Source: an optimization exercise on an open RTL-to-GDS flow (aim: small area). Production flows keep margins and buffers that such runs may drop.
The RTL was checked by simulation tests, not by an equivalence proof against the original design.
No activity file was given, so power comes from the tool's default toggle rates.

the previous run:
==> flow/design.v <==
`timescale 1ns / 1ps
module CPU_Set(
    input CLK,
    input reset,
    input [15:0] camera,
    input [15:0] move_command,
    input [15:0] data_out,
    output [23:0] memory_location,
    output reg [15:0] memory_input,
    output reg [127:0] display,
    output reg write_memory
    );
    localparam [4:0] OP_STORE = 5'd1,  OP_ADD = 5'd2,  OP_SUB = 5'd3,  OP_MOVE = 5'd4,
                     OP_SLL = 5'd5,    OP_SRL = 5'd6,  OP_LHI = 5'd7,  OP_LLO = 5'd8,
                     OP_JUMP = 5'd9,   OP_CAM = 5'd11, OP_MVB = 5'd12, OP_BNE = 5'd13,
                     OP_BEQ = 5'd14,   OP_SLT = 5'd15, OP_AND = 5'd16, OP_OR = 5'd17,
                     OP_NOT = 5'd18,   OP_LOAD = 5'd19, OP_LOADL = 5'd20, OP_STOREL = 5'd21;
    reg [15:0] word;         
    reg [14:0] pc;
    reg [2:0]  rts;          
    reg [1:0]  phase;
    reg        mflag;        
    reg        mready;       
    reg        lstore;       
    reg        addr_word;    
    reg        zero;         
    reg        wr_hi;        
    reg        wr_lo;        
    reg [15:0] P;            
    reg        loc_ls;       
    wire [4:0] op  = word[15:11];
    wire [4:0] dop = data_out[15:11];
    wire ph0 = phase == 2'd0;
    wire ph1 = phase == 2'd1;
    wire ph2 = phase == 2'd2;
    wire ph3 = phase == 2'd3;
    wire halted = pc > 15'd22;
    wire loc_hw = ph2 & addr_word;
    assign memory_location[23:16] = loc_hw ? P[7:0] : 8'd0;
    assign memory_location[15:8]  = loc_hw ? word[15:8] : loc_ls ? 8'd0 : {1'b0, pc[14:8]};
    assign memory_location[7:0]   = (loc_hw | loc_ls) ? word[7:0] : pc[7:0];
    reg [2:0] ridx;
    always @(*) begin
        case (phase)
            2'd0: ridx = mflag ? rts : data_out[10:8];
            2'd1: ridx = word[7:5];
            default: ridx = word[4:2];
        endcase
    end
    wire [15:0] rdat = display[ridx*16 +: 16];
    function [15:0] rev(input [15:0] x);
        integer k;
        for (k = 0; k < 16; k = k + 1) rev[k] = x[15-k];
    endfunction
    wire        inv = op != OP_ADD;
    wire [16:0] sum = {1'b0, P} + {1'b0, rdat ^ {16{inv}}} + {16'd0, inv};
    wire        eq  = sum[15:0] == 16'd0;
    wire [15:0] shl = P << word[4:1];
    reg [15:0] res;
    always @(*) begin
        case (op)
            OP_ADD, OP_SUB: res = sum[15:0];
            OP_SLT: res = {15'd0, ~sum[16]};
            OP_AND: res = P & rdat;
            OP_OR:  res = P | rdat;
            OP_NOT: res = ~P;
            OP_SLL: res = shl;
            OP_SRL: res = rev(shl);
            default: res = P;    
        endcase
    end
    wire alu_wr = ~addr_word & (op == OP_ADD || op == OP_SUB || op == OP_MOVE || op == OP_SLL ||
                                op == OP_SRL || op == OP_LHI || op == OP_LLO || op == OP_CAM ||
                                op == OP_MVB || op == OP_SLT || op == OP_AND || op == OP_OR ||
                                op == OP_NOT);
    wire taken_br = ~addr_word & ((op == OP_BNE & ~zero) | (op == OP_BEQ & zero));
    wire is_jump  = ~addr_word & (op == OP_JUMP);
    wire [10:0] ja = is_jump ? word[10:0] : taken_br ? {6'd0, word[4:0]} : 11'd0;
    wire ja_zero = ja == 11'd0;
    wire [9:0] mag = {ja[10:2], ja[1] | ja_zero};
    wire [14:0] pc_next = pc + ({{5{ja[0]}}, mag ^ {10{ja[0]}}}) + {14'd0, ja[0]};
    wire ls0    = ph0 & ~mflag & (dop == OP_LOADL || dop == OP_STOREL);
    wire st0    = ph0 & ~mflag & (dop == OP_STOREL);
    wire ldst   = op == OP_LOAD || op == OP_STORE;
    wire ldst1  = ph1 & ~mflag & ldst;
    wire do_ld  = mready & lstore;
    wire [15:0] wdat = word & {16{~reset}};
    integer i;
    always @(posedge CLK) begin
        for (i = 0; i < 8; i = i + 1) begin
            if (reset | (wr_hi & rts == i)) display[i*16+8 +: 8] <= wdat[15:8];
            if (reset | (wr_lo & rts == i)) display[i*16   +: 8] <= wdat[7:0];
        end
        if (reset | ph2) pc <= pc_next & {15{~reset}};
        if (reset | (ph0 & mflag) | st0) memory_input <= rdat & {16{~reset}};
        if ((ph0 & (~halted | ls0)) | ph2) word <= (ph2 & ~do_ld) ? res : data_out;
        if ((ph0 | ph1) & ~mflag)
            P <= ph0 ? rdat :
                 (op == OP_CAM) ? camera : (op == OP_MVB) ? move_command :
                 (op == OP_SRL) ? rev(rdat) :
                 (ldst | op == OP_LHI | op == OP_LLO) ? {word[7:0], word[7:0]} : rdat;
        if (ldst1 | (ph2 & ~do_ld)) rts <= word[10:8];
        else if (ls0 & dop == OP_LOADL) rts <= data_out[10:8];
        if (ph1) zero <= eq;
        wr_hi <= ~reset & ph2 & (do_ld | (alu_wr & op != OP_LLO));
        wr_lo <= ~reset & ph2 & (do_ld | (alu_wr & op != OP_LHI));
        if (reset) begin
            phase <= 2'd3;
            mflag <= 1'b0;
            mready <= 1'b0;
            lstore <= 1'b1;
            write_memory <= 1'b0;
            loc_ls <= 1'b0;
        end else begin
            phase <= halted ? 2'd0 : phase + 2'd1;
            case (phase)
            2'd0: begin
                if (mflag) mready <= 1'b1;
                else if (ls0) begin
                    loc_ls <= 1'b1;
                    mready <= 1'b1;
                    lstore <= dop == OP_LOADL;
                    if (st0) write_memory <= 1'b1;
                end
            end
            2'd1: begin
                addr_word <= mflag;
                if (mflag) begin
                    write_memory <= ~lstore;
                    mflag <= 1'b0;
                end else begin
                    if (ldst) begin
                        mflag <= 1'b1;
                        lstore <= op == OP_LOAD;
                    end
                    if (op == OP_STOREL) write_memory <= 1'b0;
                end
            end
            2'd2: begin
                write_memory <= 1'b0;
                loc_ls <= 1'b0;
                if (do_ld) mready <= 1'b0;
            end
            default: ;
            endcase
        end
    end
endmodule
export LEC_CHECK = 0
export ABC_AREA = 1
export CAP_MARGIN = 20
export CORE_MARGIN = 2
export CORE_UTILIZATION = 70
export GPL_TIMING_DRIVEN = 0
export SLEW_MARGIN = 20
create_clock -name core_clock -period 10.0 [get_ports {CLK}]
standard.sh (not shown) runs the stock make flow with config.mk's settings and CLKGATE_MAP_FILE= SYNTH_SCRIPT=/design/flow/synth_recipe.tcl, a recipe that flattens the netlist after the stock synthesis.
==> flow/flow/run.sh <==
#!/bin/bash
# Own layout flow: the standard ORFS flow with these changes.
#  2. Ports are buffered with the smallest buffer (buf_1).
#  3. The clock tree uses clkbuf_4 with small sink clusters and no dummy loads.
# Each tool's output goes to its own log in this folder (ORFS also keeps its
# per-step logs in orfs/logs).
set -euo pipefail
here=$(pwd)
export OWN_FLOW_DIR="$here/flow"

# synthesis script: synth_recipe.tcl, sourcing a copy of ORFS synth.tcl whose final
# abc call is replaced by flow/abc_multi.tcl
sed "s#^  log_cmd abc {\*}\$abc_args#  source $here/flow/abc_multi.tcl#" \
    "$FLOW_HOME/scripts/synth.tcl" > "$here/synth_own.tcl"
grep -q "abc_multi.tcl" "$here/synth_own.tcl"
sed "s#\$::env(SCRIPTS_DIR)/synth.tcl#$here/synth_own.tcl#" synth_recipe.tcl > "$here/own_synth.tcl"
grep -q "synth_own.tcl" "$here/own_synth.tcl"
sed "s#SYNTH_SCRIPT=[^ ]*#SYNTH_SCRIPT=$here/own_synth.tcl#" standard.sh > "$here/own_standard.sh"
grep -q "own_synth.tcl" "$here/own_standard.sh"

export BUFFER_PORTS_ARGS="-buffer_cell sky130_fd_sc_hd__buf_1"
export CTS_ARGS="-sink_clustering_enable -repair_clock_nets -dont_use_dummy_load -buf_list {sky130_fd_sc_hd__clkbuf_4} -sink_clustering_size 6 -sink_clustering_max_diameter 40"

bash "$here/own_standard.sh" synth > "$here/synth.log" 2>&1
bash "$here/own_standard.sh" > "$here/layout.log" 2>&1
==> flow/flow/abc_multi.tcl <==
# Sourced by synth_own.tcl in place of ORFS's final "abc" call.
# Runs the final ABC technology mapping with flow/abc.script once per seed
# and keeps the smallest mapped netlist (by liberty cell area).  Flip-flops are
# mapped before this point and are not touched by ABC.
set own_flow_dir $::env(OWN_FLOW_DIR)
set own_seeds {0 1 2 3}
if { [info exists ::env(OWN_ABC_SEEDS)] } { set own_seeds $::env(OWN_ABC_SEEDS) }
set fh [open $own_flow_dir/abc.script r]
set own_script_text [read $fh]
close $fh
design -save own_pre_abc
set own_best_area -1
foreach own_seed $own_seeds {
  design -load own_pre_abc
  set own_sc $::env(RESULTS_DIR)/abc_seed$own_seed.script
  set fh [open $own_sc w]
  puts -nonewline $fh [string map [list @SEED@ $own_seed] $own_script_text]
  close $fh
  set own_args $abc_args
  lset own_args 1 $own_sc
  log_cmd abc {*}$own_args
  tee -q -o $::env(RESULTS_DIR)/abc_seed$own_seed.stat stat {*}$lib_args
  set fh [open $::env(RESULTS_DIR)/abc_seed$own_seed.stat r]
  set own_stat [read $fh]
  close $fh
  regexp {Chip area for module[^:]*:\s*([0-9.]+)} $own_stat -> own_area
  puts "ABC seed $own_seed: area $own_area"
  if { $own_best_area < 0 || $own_area < $own_best_area } {
    set own_best_area $own_area
    design -save own_best
  }
}
design -load own_best
puts "ABC best area $own_best_area"
Other scripts of this flow, unchanged in this note and not shown: flow/flow/abc.script
Per the final summary, the previous run finished and its layout is clean on timing, DRC and antenna.
The following lists how the current run was set up differently from the previous run:
# the previous run
export LEC_CHECK = 0
export ABC_AREA = 1
export CAP_MARGIN = 20
export CORE_MARGIN = 2
export CORE_UTILIZATION = 70
export GPL_TIMING_DRIVEN = 0
export SLEW_MARGIN = 20
create_clock -name core_clock -period 10.0 [get_ports {CLK}]
# the current run
export LEC_CHECK = 0
export ABC_AREA = 1
export CAP_MARGIN = 20
export CORE_MARGIN = 2
export CORE_UTILIZATION = 60
export SETUP_SLACK_MARGIN = 0.4
export SLEW_MARGIN = 20
create_clock -name core_clock -period 10.0 [get_ports {CLK}]
--- a/flow/flow/run.sh
+++ b/flow/flow/run.sh
@@ -2,0 +3,6 @@
+#     - no extract_fa: adders are left as plain gates for ABC instead of being
+#       hard-mapped to half/full adder cells;
+#     - the final ABC technology mapping: flow/abc_multi.tcl runs flow/abc.script
+#       (area-oriented: deepsyn + amap) with a few seeds and keeps the smallest netlist.
+#     Both only touch combinational logic; the flip-flop mapping and register names
+#     are unchanged.
@@ -13 +19,2 @@
-sed "s#^  log_cmd abc {\*}\$abc_args#  source $here/flow/abc_multi.tcl#" \
+sed -e "s#^  log_cmd abc {\*}\$abc_args#  source $here/flow/abc_multi.tcl#" \
+    -e "s#^  extract_fa {\*}\[dont_use_extract_fa_args\]#  puts {extract_fa skipped by own flow}#" \
@@ -15,0 +23 @@
+grep -q "extract_fa skipped" "$here/synth_own.tcl"
--- a/flow/flow/abc_multi.tcl
+++ b/flow/flow/abc_multi.tcl
@@ -6 +6 @@
-set own_seeds {0 1 2 3}
+set own_seeds {0}
==> comparison <==
The fraction of power spent switching nets number comes out higher for the previous run vs the current run. Re final estimated routing congestion in global placement: the current run and the previous run aren't equal, and the higher value belongs to the current run. In the current run, the complex-gate fraction of the synthesized area came out 5.3 points above the value in the previous run. Effective utilization at floorplan (lower): the current run. Comparing the current run and the previous run, minimum setup slack among reg-to-reg paths is lower on the current run. Post-route clock period utilization for the current run is higher than for the previous run. Re relative area change from synthesis to final layout: the current run is 1.9 points up on the previous run. Of the two values seen for start point of the critical path, phase[1]$_SDFF_PP1_ was produced by the current run and data_out[10] by the previous run.

==> what the ideal ports hide <==
No port has a modelled driver above. Below, the same layouts with a new extraction and two added sets of constraints.
Step 1, drivers: a clkbuf_16 drives CLK and a buf_2 each remaining input, both assumed.
Step 2, shift: input delay + t, output delay - t, t = (earliest + latest rising clock arrival at the registers) / 2. This alone moves slack from input paths to output paths.
Slacks: ideal / step 1 / step 2; pairs: ideal / step 1.
run | t, ns | setup WS [ns] | worst register clock-pin slew, ns
the previous run | 0.675 | 1.828 / 1.847 / 1.171 | 0.09 / 0.09
the current run | 0.666 | 1.167 / 1.167 / 0.529 | 0.08 / 0.08
After both steps every run listed still meets setup and hold. For the previous run, which loses most, drivers alone change the setup slack by +0.019 ns; drivers and shift together by -0.657 ns.
